Context: an optimization exercise on an open-source flow, tuned for small area and a short achievable clock period. The choices shown serve that exercise and are no tape-out recipe. In this exercise RTL edits were held to simulation tests only and were not proved equivalent to the original. Power figures rest on the tool's default switching activity, not on a simulated workload.

==> run a: inputs <==
==> flow/design.v (excerpt) <==
module simd_vector_mac (
    input clk,
    input rst_n,
    input valid_i,
    input start_i,
    input last_i,
    input [63:0] A,
    input [63:0] B,
    output vector_mac_valid_o,
    output [37:0] vector_mac_data_o
);
clock: 4.5 ns
lec_check: 0
abc_area: 1
cap_margin: 20
core_margin: 2
core_utilization: 55
setup_slack_margin: 1.8
slew_margin: 20
standard.sh (not shown) runs the stock make flow with config.mk's settings and CLKGATE_MAP_FILE= SYNTH_SCRIPT=/design/flow/synth_recipe.tcl, a recipe that flattens the netlist after the stock synthesis.
==> flow/flow/run.sh <==
#!/bin/bash
# Standard layout, with one netlist step between synthesis and floorplan: bubble2.py chooses the
# polarity of the full-adder cells, fa(~a,~b,~c) = ~fa(a,b,c), and of gates that have a
# complemented twin, so that the netlist needs fewer inverters. Registers are not touched.
set -euo pipefail
R=$PWD/orfs/results/$FLOW_PLATFORM/simd_vector_mac/base
LIB=$FLOW_HOME/platforms/$FLOW_PLATFORM/lib/sky130_fd_sc_hd__tt_025C_1v80.lib
bash standard.sh "$R/1_2_yosys.v" > synth.log 2>&1
cp "$R/1_2_yosys.v" "$PWD/1_2_yosys_standard.v"
python3 flow/bubble2.py "$LIB" "$PWD/1_2_yosys_standard.v" "$R/1_2_yosys.v" > bubble.log 2>&1
bash standard.sh finish > layout.log 2>&1
Other scripts of this flow, unchanged in this note and not shown: flow/flow/bubble2.py
==> run b (differences from run a) <==
--- a/flow/config.mk
+++ b/flow/config.mk
@@ -9,5 +9,5 @@
 export CAP_MARGIN = 20
 export CORE_MARGIN = 2
-export CORE_UTILIZATION = 55
-export SETUP_SLACK_MARGIN = 1.8
+export CORE_UTILIZATION = 40
+export SETUP_SLACK_MARGIN = 2.0
 export SLEW_MARGIN = 20
==> summary of the runs <==
Of run a and run b, run a has the higher core utilization (gap 16 points). Via count is about the same in run a and run b. In synthesized area, run b and run a do not differ. Between run a and run b, the lower non-clock buffer count is in run a (gap 134). Of run a and run b, run a has the higher first-iteration DRC count (gap 30%, measured against run b). Against run b, the routed wire length of run a is lower by about 3.7%. Run b went through all stages and came out clean. Run a finished clean.

========
==> inputs of v33 <==
Another version of the RTL of simd_vector_mac (not shown whole).
==> flow/config.mk <==
export PLATFORM = sky130hd
export DESIGN_NAME = simd_vector_mac
export DESIGN_NICKNAME = simd_vector_mac
export VERILOG_FILES = /design/flow/design.v
export SDC_FILE = /design/flow/constraint.sdc
export NUM_CORES = 4
export LEC_CHECK = 0
export ABC_AREA = 1
export CAP_MARGIN = 20
export CORE_MARGIN = 2
export CORE_UTILIZATION = 40
export PLACE_DENSITY = 0.8
export SETUP_SLACK_MARGIN = 2.4
export SLEW_MARGIN = 20
==> flow/constraint.sdc <==
create_clock -name core_clock -period 4.5 [get_ports {clk}]
set_input_delay 0.9000 -clock core_clock [delete_from_list [all_inputs] [get_ports {clk}]]
set_output_delay 0.9000 -clock core_clock [all_outputs]
set_load 0.01 [all_outputs]
==> flow/flow/run.sh <==
#!/bin/bash
# Standard layout, with one netlist step between synthesis and floorplan: bubble2.py chooses the
# polarity of the full-adder cells, fa(~a,~b,~c) = ~fa(a,b,c), and of gates that have a
# complemented twin, so that the netlist needs fewer inverters. Registers are not touched.
# Port buffers are buf_2 cells instead of the delay cells buffer_ports picks by itself.
set -euo pipefail
R=$PWD/orfs/results/$FLOW_PLATFORM/simd_vector_mac/base
LIB=$FLOW_HOME/platforms/$FLOW_PLATFORM/lib/sky130_fd_sc_hd__tt_025C_1v80.lib
bash standard.sh "$R/1_2_yosys.v" > synth.log 2>&1
cp "$R/1_2_yosys.v" "$PWD/1_2_yosys_standard.v"
python3 flow/bubble2.py "$LIB" "$PWD/1_2_yosys_standard.v" "$R/1_2_yosys.v" > bubble.log 2>&1
export BUFFER_PORTS_ARGS="-buffer_cell sky130_fd_sc_hd__buf_2"
bash standard.sh finish > layout.log 2>&1
Other scripts of this flow, unchanged in this note and not shown: flow/flow/bubble2.py
==> v37 (differences from v33) <==
Settings changed: SETUP_SLACK_MARGIN 2.4 to 2.6.
==> v6 (differences from v33) <==
Settings changed: SETUP_SLACK_MARGIN 2.4 to 2.0.
==> impl_metrics.json <==
{
  "outcome": "timing/DRC/antenna clean",
  "nonClkBufAreaFrac": 0.0475,
  "numCtsBuffers": 80,
  "synthToLayoutAreaGrowth_pct": 24.0,
  "dp.cells": 5106,
  "n_fill_cell": 8623,
  "finish.utilization": 0.499
}
# the run above: v33

==> impl_metrics.json <==
{
  "outcome": "timing/DRC/antenna clean",
  "io_pins": 172,
  "synthToLayoutAreaGrowth_pct": 39.2,
  "nonClkBufAreaFrac": 0.0920,
  "finish.utilization": 0.560,
  "dp.cells": 5111,
  "n_fill_cell": 7574
}
# the run above: v37

==> impl_metrics.json <==
{
  "outcome": "timing/DRC/antenna clean",
  "synthToLayoutAreaGrowth_pct": 11.0,
  "n_fill_cell": 9304,
  "hold_viol_final": 0,
  "numCtsBuffers": 79,
  "fp.dieW_um": 324,
  "nonClkBufAreaFrac": 0.0224,
  "finish.utilization": 0.446,
  "dp.cells": 5103
}
# the run above: v6


========
==> inputs of build 37 <==
simd_vector_mac, a different RTL version from the one above (not shown whole).
## simd_vector_mac
module simd_vector_mac (
    input clk,
    input rst_n,
    input valid_i,
    input start_i,
    input last_i,
    input [63:0] A,
    input [63:0] B,
    output vector_mac_valid_o,
    output [37:0] vector_mac_data_o
);
    logic [3:0] v_p, s_p, l_p;   
    logic [3:0] clr;   
    wire one1;
    wire two2;
    wire bp3;
    wire bp4;
    wire bp5;
    wire bp6;
    wire bp7;
    wire bp8;
    wire bp9;
    wire bp10;
    wire bp11;
    wire bp12;
    wire bp13;
    wire bp14;
    wire bp15;
    wire bp16;
    wire bp17;
    wire bp18;
    wire bp19;
    wire bn20;
    wire one21;
    wire two22;
    wire bp23;
    wire bp24;
    wire bp25;
    wire bp26;
    wire bp27;
    wire bp28;
    wire bp29;
    wire bp30;
    wire bp31;
    wire bp32;
    wire bp33;
    wire bp34;
    wire bp35;
    wire bp36;
    wire bp37;
    wire bp38;
    wire bp39;
    wire bn40;
    wire one41;
    wire two42;
    wire bp43;
    wire bp44;
    wire bp45;
    wire bp46;
    wire bp47;
    wire bp48;
    wire bp49;
    wire bp50;
    wire bp51;
    wire bp52;
    wire bp53;
    wire bp54;
    wire bp55;
    wire bp56;
    wire bp57;
    wire bp58;
    wire bp59;
    wire bn60;
    wire one61;
    wire two62;
    wire bp63;
    wire bp64;
    wire bp65;
    wire bp66;
    wire bp67;
    wire bp68;
    wire bp69;
    wire bp70;
    wire bp71;
    wire bp72;
    wire bp73;
    wire bp74;
    wire bp75;
    wire bp76;
    wire bp77;
    wire bp78;
    wire bp79;
    wire bn80;
    wire one81;
    wire two82;
    wire bp83;
    wire bp84;
    wire bp85;
    wire bp86;
    wire bp87;
    wire bp88;
    wire bp89;
    wire bp90;
    wire bp91;
    wire bp92;
    wire bp93;
    wire bp94;
    wire bp95;
    wire bp96;
    wire bp97;
    wire bp98;
    wire bp99;
    wire bn100;
    wire one101;
    wire two102;
    wire bp103;
    wire bp104;
    wire bp105;
    wire bp106;
    wire bp107;
    wire bp108;
    wire bp109;
    wire bp110;
    wire bp111;
    wire bp112;
    wire bp113;
    wire bp114;
    wire bp115;
  ...
Settings: LEC_CHECK=0, ABC_AREA=1, CAP_MARGIN=20, CORE_MARGIN=2, CORE_UTILIZATION=40, PLACE_DENSITY=0.8, SETUP_SLACK_MARGIN=2.3, SLEW_MARGIN=20; clock period 4.5 ns.
Scripts as last shown in full above: flow/flow/run.sh
Other scripts of this flow, unchanged in this note and not shown: flow/flow/bubble2.py
==> trial 88 (differences from build 37) <==
--- a/flow/design.v
+++ b/flow/design.v
@@ -649,13 +649,13 @@
     wire bp636;
     wire bp637;
     wire bp638;
     wire bp639;
     wire bn640;
     logic [37:0] acc_s, acc_c;   
-    logic acc_zero;   
+    wire acc_zero = s_p[3] | clr[3];   
     wire [37:0] as_g = acc_zero ? '0 : acc_s;
     wire [37:0] ac_g = acc_zero ? '0 : acc_c;
     wire s641;
     wire c642;
     wire s643;
     wire c644;
@@ -5003,15 +5003,12 @@
         t7_66 <= v_p[2];
         t7_67 <= v_p[2];
         t7_68 <= v_p[2];
         t7_69 <= v_p[2];
         t7_70 <= v_p[2];
     end
-    always_ff @(posedge clk or negedge rst_n)
-        if (!rst_n) acc_zero <= 1'b1;
-        else        acc_zero <= s_p[2] | clr[2];
     always_ff @(posedge clk) begin
         acc_s <= row0;
         acc_c <= row1;
     end
     logic [37:0] res_d;
     logic res_v, out_v;
SETUP_SLACK_MARGIN = 2.2   (was 2.3)
==> run summary <==
In trial 88 the via count is larger than in build 37, by 1.4%. Against build 37, the die area of trial 88 is smaller by 0.23%. Of build 37 and trial 88, trial 88 has the higher setup slack (gap 0.0016 ns). Of build 37 and trial 88, trial 88 has the higher register-to-register slack (gap 0.06 ns). Against trial 88, the critical path depth of build 37 is lower by 1. In trial 88 the power is larger than in build 37, by about 0.5%. In synthesized cell count, trial 88 and build 37 hardly differ. Of build 37 and trial 88, build 37 has the higher area after synthesis (gap 0.24%, measured against trial 88). Of build 37 and trial 88, trial 88 has the higher flip-flop and latch count (gap 1). Wire length: trial 88 is larger than build 37 (about 1.4%).
==> figures <==
|  | build 37 | trial 88 |
|---|---|---|
| Sequential share of cell area | 30.4% | 31.8% |
| Length of routed met2 wiring | 59.8 mm | 57.3 mm |
| Placement Cell Area | 44,400 um^2 | 42,800 um^2 |
| Met2 capacity usage during global routing | 39.5% | 38.4% |
| Relative max-transition margin | 34.9% | 30.5% |
| Net count after synthesis | 4,519 | 4,520 |
| Routing usage on met1 | 31.6% | 30.9% |
| Number of setup buffers added after CTS | 33 | 10 |
| Critical-path top delay cell | dfstp_4 | a21boi_0 |
| Area delta synth->final | 18.1% | 13.1% |
| Non-clock buffer instance count of the final layout | 240 | 212 |
| Setup slack of the worst register-to-register path | 2.11 ns | 2.17 ns |
| Final Critical Period | 2.39 ns | 2.39 ns |
| Result of the run | finished clean | finished clean |
| Stages on the worst setup path | 4 | 5 |
| Detailed Place HPWL | 97.8 mm | 98.3 mm |
| Number of cell instances on the worst register-to-register path | 4 | 7 |
| Clk sink count | 730 | 731 |
| Met1 wire length | 49.4 mm | 47.5 mm |
| Max stage delay on crit path | 0.74 ns | 0.63 ns |
| Worst skew pair latency | 0.65 ns | 0.64 ns |

-- re-timing with driven ports --
The results above use ideal ports. As a check the final layouts listed here were re-extracted and re-timed, cells and wires unchanged. Step 1 sets driving cells, clkbuf_16 on the clock port and buf_2 on the other inputs (assumed; they add their load-dependent delay and slew). Step 2 also shifts input and output timing later by t, the mid clock arrival at the registers, as if the neighbouring blocks saw the same clock. Three values: no drivers, after step 1, after step 2; two values: the first two.
run	shift t [ns]	slack for setup (ns)	worst hold slack (ns)	worst register clock-pin slew, ns	pins driven straight from the clock port
run a	0.684	1.754 / 1.754 / 1.107	0.351 / 0.351 / 0.351	0.07 / 0.07	1
run b	0.672	1.819 / 1.819 / 1.261	0.346 / 0.346 / 0.346	0.07 / 0.07	1
v33	0.710	2.214 / 2.214 / 1.593	0.126 / 0.078 / 0.315	0.07 / 0.07	1
v37	0.726	2.064 / 2.064 / 1.582	0.114 / 0.059 / 0.347	0.07 / 0.07	1
v6	0.704	1.993 / 2.036 / 1.332	0.133 / 0.094 / 0.337	0.07 / 0.07	1
build 37	0.698	2.109 / 2.109 / 1.580	0.114 / 0.070 / 0.340	0.07 / 0.07	1
trial 88	0.700	2.111 / 2.161 / 1.462	0.141 / 0.096 / 0.327	0.07 / 0.07	1
After both steps every run listed still meets setup and hold. For v6, which loses most, drivers alone change the setup slack by +0.043 ns; drivers and shift together by -0.661 ns.
